Source: an optimization exercise on an open RTL-to-GDS flow (aim: small area, a short achievable clock period and few clock cycles). Production flows keep margins and buffers that such runs may drop.
Where RTL was checked, it was by simulation tests only, not by an equivalence proof against the original.
Power figures rest on the tool's default switching activity, not on a simulated workload.

## job 393
## sha256
module sha256(
    input clk,
    input reset_n,
    input cs,
    input we,
    input [7:0] address,
    input [31:0] write_data,
    output [31:0] read_data
);
Size in the first run: roughly 5900 cells after synthesis, ~76 I/O pins, ~58000 sq um of cells after synthesis.
Settings: LEC_CHECK=0, CAP_MARGIN=20, CORE_MARGIN=2, CORE_UTILIZATION=40, CTS_BUF_LIST=sky130_fd_sc_hd__clkbuf_4 sky130_fd_sc_hd__clkbuf_8, SETUP_SLACK_MARGIN=4.6, SLEW_MARGIN=20, TNS_END_PERCENT=100; clock period 10.0 ns.
run.sh (not shown) runs the stock make flow with config.mk's settings and CLKGATE_MAP_FILE= SYNTH_SCRIPT=/design/flow/synth_recipe.tcl, a recipe that flattens the netlist after the stock synthesis.
For job 3436, these inputs were changed with respect to job 393:
# job 393
export LEC_CHECK = 0
export CAP_MARGIN = 20
export CORE_MARGIN = 2
export CORE_UTILIZATION = 40
export CTS_BUF_LIST = sky130_fd_sc_hd__clkbuf_4 sky130_fd_sc_hd__clkbuf_8
export SETUP_SLACK_MARGIN = 4.6
export SLEW_MARGIN = 20
export TNS_END_PERCENT = 100
create_clock -name core_clock -period 10.0 [get_ports {clk}]
# job 3436
export LEC_CHECK = 0
export CAP_MARGIN = 20
export CORE_MARGIN = 2
export CORE_UTILIZATION = 40
export SETUP_SLACK_MARGIN = 5
export SLEW_MARGIN = 20
export TNS_END_PERCENT = 100
create_clock -name core_clock -period 10.0 [get_ports {clk}]
## What came out
Lower switching portion of total power goes to job 3436 over job 393. Final area up 0.66% in job 3436 wrt job 393. Going from job 393 to job 3436, detailed placer's ending HPWL rose by 0.32%, number of nets in the finished design fell by 45. NOTE number of non-clock buffers job 393->job 3436 increased by more than 10%. | post-route worst hold slack | job 3436 vs job 393 | 8.9 ps higher |.
No run of this note included a check of the RTL's function; only the layout flow was run.

Another version of the RTL of sha256 (not shown whole).
For scale: about 5900 cells after synthesis, ~76 I/O pins, about 58000 sq um of cells after synthesis.
make LEC_CHECK=0 CAP_MARGIN=20 CORE_MARGIN=2 CORE_UTILIZATION=40 CTS_CLUSTER_DIAMETER=100 CTS_CLUSTER_SIZE=20 SETUP_SLACK_MARGIN=4.8 SLEW_MARGIN=20 TNS_END_PERCENT=100 finish   # period 10.0 ns
Testbench counts at the start, summed over its fixed seeds: cycles 81,192.
Then changed:
CORE_UTILIZATION = 60   (was 40)
PLACE_DENSITY = 0.7   (was default)
Effect:
- power rises by 0.88%
- worst setup slack gains 0.062 ns
- non-clock buffer count rises by 11
- utilization rises by 21 points
- count of clock-buffer cells in the layout falls by 2
Then changed:
CORE_UTILIZATION = 40   (was 60)
CTS_CLUSTER_SIZE = 24   (was 20)
PLACE_DENSITY = default   (was 0.7)
SETUP_SLACK_MARGIN = 4.6   (was 4.8)
Critical path depth went down by 1; final cell count rises by 8.5%; synthesized cell count does not change.
Then changed:
CORE_UTILIZATION = 70   (was 40)
CTS_CLUSTER_SIZE = 20   (was 24)
PLACE_DENSITY = 0.8   (was default)
SETUP_SLACK_MARGIN = 4.8   (was 4.6)
What happened: The new run finished clean. Power rose by 4.0%. Core utilization came out higher by 33 points. Setup slack degrades by 0.0031 ns. Via count came out higher by 4.1%. Area after synthesis is unchanged. Routed wire length is higher by 0.38%. Sequential share of layout area grows by 0.25 points. Hold slack gains 0.0040 ns.

== main ==
The RTL this note starts from:
==> flow/design.v <==
module sha256(
    input clk,
    input reset_n,
    input cs,
    input we,
    input [7:0] address,
    input [31:0] write_data,
    output [31:0] read_data
);
localparam ADDR_CTRL   = 8'h08;
localparam ADDR_STATUS = 8'h09;
localparam [31:0] IV0 = 32'h6a09e667;
localparam [31:0] IV1 = 32'hbb67ae85;
localparam [31:0] IV2 = 32'h3c6ef372;
localparam [31:0] IV3 = 32'ha54ff53a;
localparam [31:0] IV4 = 32'h510e527f;
localparam [31:0] IV5 = 32'h9b05688c;
localparam [31:0] IV6 = 32'h1f83d9ab;
localparam [31:0] IV7 = 32'h5be0cd19;
function [31:0] kfun(input [5:0] i);
    case (i)
        6'd00: kfun = 32'h428a2f98;
        6'd01: kfun = 32'h71374491;
        6'd02: kfun = 32'hb5c0fbcf;
        6'd03: kfun = 32'he9b5dba5;
        6'd04: kfun = 32'h3956c25b;
        6'd05: kfun = 32'h59f111f1;
        6'd06: kfun = 32'h923f82a4;
        6'd07: kfun = 32'hab1c5ed5;
        6'd08: kfun = 32'hd807aa98;
        6'd09: kfun = 32'h12835b01;
        6'd10: kfun = 32'h243185be;
        6'd11: kfun = 32'h550c7dc3;
        6'd12: kfun = 32'h72be5d74;
        6'd13: kfun = 32'h80deb1fe;
        6'd14: kfun = 32'h9bdc06a7;
        6'd15: kfun = 32'hc19bf174;
        6'd16: kfun = 32'he49b69c1;
        6'd17: kfun = 32'hefbe4786;
        6'd18: kfun = 32'h0fc19dc6;
        6'd19: kfun = 32'h240ca1cc;
        6'd20: kfun = 32'h2de92c6f;
        6'd21: kfun = 32'h4a7484aa;
        6'd22: kfun = 32'h5cb0a9dc;
        6'd23: kfun = 32'h76f988da;
        6'd24: kfun = 32'h983e5152;
        6'd25: kfun = 32'ha831c66d;
        6'd26: kfun = 32'hb00327c8;
        6'd27: kfun = 32'hbf597fc7;
        6'd28: kfun = 32'hc6e00bf3;
        6'd29: kfun = 32'hd5a79147;
        6'd30: kfun = 32'h06ca6351;
        6'd31: kfun = 32'h14292967;
        6'd32: kfun = 32'h27b70a85;
        6'd33: kfun = 32'h2e1b2138;
        6'd34: kfun = 32'h4d2c6dfc;
        6'd35: kfun = 32'h53380d13;
        6'd36: kfun = 32'h650a7354;
        6'd37: kfun = 32'h766a0abb;
        6'd38: kfun = 32'h81c2c92e;
        6'd39: kfun = 32'h92722c85;
        6'd40: kfun = 32'ha2bfe8a1;
        6'd41: kfun = 32'ha81a664b;
        6'd42: kfun = 32'hc24b8b70;
        6'd43: kfun = 32'hc76c51a3;
        6'd44: kfun = 32'hd192e819;
        6'd45: kfun = 32'hd6990624;
        6'd46: kfun = 32'hf40e3585;
        6'd47: kfun = 32'h106aa070;
        6'd48: kfun = 32'h19a4c116;
        6'd49: kfun = 32'h1e376c08;
        6'd50: kfun = 32'h2748774c;
        6'd51: kfun = 32'h34b0bcb5;
        6'd52: kfun = 32'h391c0cb3;
        6'd53: kfun = 32'h4ed8aa4a;
        6'd54: kfun = 32'h5b9cca4f;
        6'd55: kfun = 32'h682e6ff3;
        6'd56: kfun = 32'h748f82ee;
        6'd57: kfun = 32'h78a5636f;
        6'd58: kfun = 32'h84c87814;
        6'd59: kfun = 32'h8cc70208;
        6'd60: kfun = 32'h90befffa;
        6'd61: kfun = 32'ha4506ceb;
        6'd62: kfun = 32'hbef9a3f7;
        default: kfun = 32'hc67178f2;
    endcase
endfunction
function [31:0] ch(input [31:0] x, input [31:0] y, input [31:0] z);
    ch = (x & y) ^ ((~x) & z);
endfunction
function [31:0] maj(input [31:0] x, input [31:0] y, input [31:0] z);
    maj = (x & y) | (x & z) | (y & z);
endfunction
function [31:0] sum0(input [31:0] x);
    sum0 = {x[1:0], x[31:2]} ^ {x[12:0], x[31:13]} ^ {x[21:0], x[31:22]};
endfunction
function [31:0] sum1(input [31:0] x);
    sum1 = {x[5:0], x[31:6]} ^ {x[10:0], x[31:11]} ^ {x[24:0], x[31:25]};
endfunction
function [31:0] sig0(input [31:0] x);
    sig0 = {x[6:0], x[31:7]} ^ {x[17:0], x[31:18]} ^ {3'h0, x[31:3]};
endfunction
function [31:0] sig1(input [31:0] x);
    sig1 = {x[16:0], x[31:17]} ^ {x[18:0], x[31:19]} ^ {10'h0, x[31:10]};
endfunction
function [31:0] addbk(input [31:0] x, input [31:0] y);
    reg [31:0] gg, pp;
    integer i, l;
    begin
        gg = x & y;
        pp = x ^ y;
        for (l = 1; l < 32; l = l * 2)
            for (i = 2 * l - 1; i < 32; i = i + 2 * l) begin
                gg[i] = gg[i] | (pp[i] & gg[i - l]);
                pp[i] = pp[i] & pp[i - l];
            end
        for (l = 8; l >= 1; l = l / 2)
            for (i = 3 * l - 1; i < 32; i = i + 2 * l) begin
                gg[i] = gg[i] | (pp[i] & gg[i - l]);
                pp[i] = pp[i] & pp[i - l];
            end
        addbk = x ^ y ^ {gg[30:0], 1'b0};
    end
endfunction
function [31:0] addsk(input [31:0] x, input [31:0] y);
    reg [31:0] gg, pp, g2, p2;
    integer i, l;
    begin
        gg = x & y;
        pp = x ^ y;
        for (l = 1; l < 32; l = l * 2) begin
            g2 = gg;
            p2 = pp;
            for (i = 0; i < 32; i = i + 1)
                if (i % (2 * l) >= l) begin
                    g2[i] = gg[i] | (pp[i] & gg[(i / (2 * l)) * (2 * l) + l - 1]);
                    p2[i] = pp[i] & pp[(i / (2 * l)) * (2 * l) + l - 1];
                end
            gg = g2;
            pp = p2;
        end
        addsk = x ^ y ^ {gg[30:0], 1'b0};
    end
endfunction
reg        busy;        
reg        fin;         
reg [5:0]  u;           
reg [31:0] w [0:15];    
reg [31:0] H [0:7];     
reg [31:0] a, b, c, d, e, f, g, h;
reg [31:0] pkw;         
reg [31:0] kr;          
reg        pre;         
wire wr       = cs && we;
wire ctrl_wr  = wr && (address == ADDR_CTRL) && !busy && !pre;
wire start    = ctrl_wr && (write_data[0] || write_data[1]);
wire init     = write_data[0];
wire go       = (start && !init) || pre;    
wire blk_wr   = wr && (address[7:4] == 4'h1);
wire last     = (u == 6'd0);
wire [31:0] hsel = H[address[2:0]];
assign read_data =
    (address == ADDR_STATUS)      ? {31'h0, !busy && !pre} :
    (address[7:3] == 5'b00100)    ? hsel :
    32'h0;
function [63:0] csa(input [31:0] x, input [31:0] y, input [31:0] z);
    csa = {((x & y) | (x & z) | (y & z)) << 1, x ^ y ^ z};
endfunction
wire [63:0] x1  = csa(pkw, sum1(e), ch(e, f, g));               
wire [63:0] xe  = csa(x1[31:0], x1[63:32], d);                  
wire [63:0] x2  = csa(sum0(a), maj(a, b, c), x1[31:0]);
wire [63:0] xa  = csa(x2[31:0], x2[63:32], x1[63:32]);          
wire [31:0] an  = addsk(xa[31:0], xa[63:32]);
wire [31:0] en  = addsk(xe[31:0], xe[63:32]);
wire [31:0] han = addbk(H[3], a);
wire [31:0] hen = addbk(H[7], e);
wire [63:0] m0  = csa(sig1(w[14]), w[9], sig0(w[1]));
wire [63:0] m1  = csa(m0[31:0], m0[63:32], w[0]);
wire [31:0] wn  = addsk(m1[31:0], m1[63:32]);
wire [63:0] q   = csa(busy ? g : H[7], busy ? w[1] : w[0], kr);
wire [31:0] pn  = addsk(q[31:0], q[63:32]);
wire [31:0] wdg = {32{!busy}} & write_data;
integer i;
always @(posedge clk) begin
    fin <= reset_n && busy && last;
    pre <= reset_n && start && init;
    if (!reset_n)
        busy <= 1'b0;
    else if (go)
        busy <= 1'b1;
    else if (last)
        busy <= 1'b0;
    if (!reset_n)
        u <= 6'd0;
    else if (go)
        u <= 6'd1;
    else if (busy && !last)
        u <= u + 6'd1;
    pkw <= pn;
    kr  <= (go || (busy && !last)) ? kfun(u + 6'd1) : kfun(6'd0);
    for (i = 0; i < 15; i = i + 1)
        if (busy || (blk_wr && address[3:0] == i))
            w[i] <= ({32{busy}} & w[i + 1]) | wdg;
    if (busy || (blk_wr && address[3:0] == 4'd15))
        w[15] <= ({32{busy}} & wn) | wdg;
    if (busy) begin
        a <= an; b <= a; c <= b; d <= c;
        e <= en; f <= e; g <= f; h <= g;
    end else begin
        a <= H[0]; b <= H[1]; c <= H[2]; d <= H[3];
        e <= H[4]; f <= H[5]; g <= H[6]; h <= H[7];
    end
    if (start && init) begin
        H[0] <= IV0; H[1] <= IV1; H[2] <= IV2; H[3] <= IV3;
        H[4] <= IV4; H[5] <= IV5; H[6] <= IV6; H[7] <= IV7;
    end else if ((busy && (u[5:0] > 6'd61 || last)) || fin) begin
        H[0] <= han; H[1] <= H[0]; H[2] <= H[1]; H[3] <= H[2];
        H[4] <= hen; H[5] <= H[4]; H[6] <= H[5]; H[7] <= H[6];
    end
end
endmodule
make LEC_CHECK=0 CAP_MARGIN=20 CORE_MARGIN=2 CORE_UTILIZATION=60 CTS_CLUSTER_DIAMETER=100 CTS_CLUSTER_SIZE=20 PLACE_DENSITY=0.7 SETUP_SLACK_MARGIN=5 SLEW_MARGIN=20 TNS_END_PERCENT=100 finish   # period 10.0 ns
Having completed the whole flow, main delivered a layout that passed the timing, DRC and antenna checks.
Testbench counts of main, summed over its fixed seeds: cycles 81,192.
The inputs of the feature branch differ from those of main as listed below.
- a change of SETUP_SLACK_MARGIN from 5 to 4.8
- a change of CTS_CLUSTER_SIZE from 20 to 24
[summary]
| last weighted congestion value of the routability-driven placer | higher: main |
Cell count after placement: the feature branch vs main — no meaningful difference
Summary of the feature branch over main: area of all sequential standard cells shows no meaningful change; global-route usage over all layers lower.
Via density per instance of main is on par with the feature branch.
Run comparison: main launching instance or port of the critical path address[6]; the feature branch launching instance or port of the critical path address[1]
Re final area: the feature branch and main aren't equal, and the higher value belongs to main.
Against main as the reference, the feature branch delivers a lower fraction of the cycle the final worst path needs.
Sequential group share of total power is lower on main

port drivers added, routing unchanged:
The flow's constraints put no driver on any port. The routed layouts listed below were extracted and timed again, unchanged, in two steps. Step 1: set_driving_cell puts a clkbuf_16 on clk and a buf_2 on each other input, an assumption about the parent block. Step 2 moves the port delays by t, midway between the first and last clock arrival at a register: inputs arrive t later, outputs are due t later. That takes back most of the time a late clock gives input paths. Slacks: no drivers / after step 1 / after step 2; pairs: no drivers / after step 1.
run | t, ns | setup slack, ns | worst slew at a driven data input, ns
job 393 | 1.001 | 4.244 / 4.116 / 4.116 | 0.21
job 3436 | 0.831 | 4.340 / 4.225 / 4.225 | 0.17
the first run of note 2 | 0.786 | 4.587 / 4.306 / 4.306 | 0.30
the second run of note 2 | 0.782 | 4.649 / 4.228 / 4.228 | 0.50
the third run of note 2 | 0.763 | 4.507 / 4.191 / 4.191 | 0.36
the fourth run of note 2 | 0.758 | 4.504 / 4.174 / 4.174 | 0.37
main | 0.798 | 4.473 / 4.202 / 4.202 | 0.34
the feature branch | 0.762 | 4.574 / 4.268 / 4.268 | 0.43
After both steps setup and hold are still met in every run listed. For the second run of note 2, which loses most, drivers alone change the setup slack by -0.421 ns; drivers and shift together by -0.421 ns.
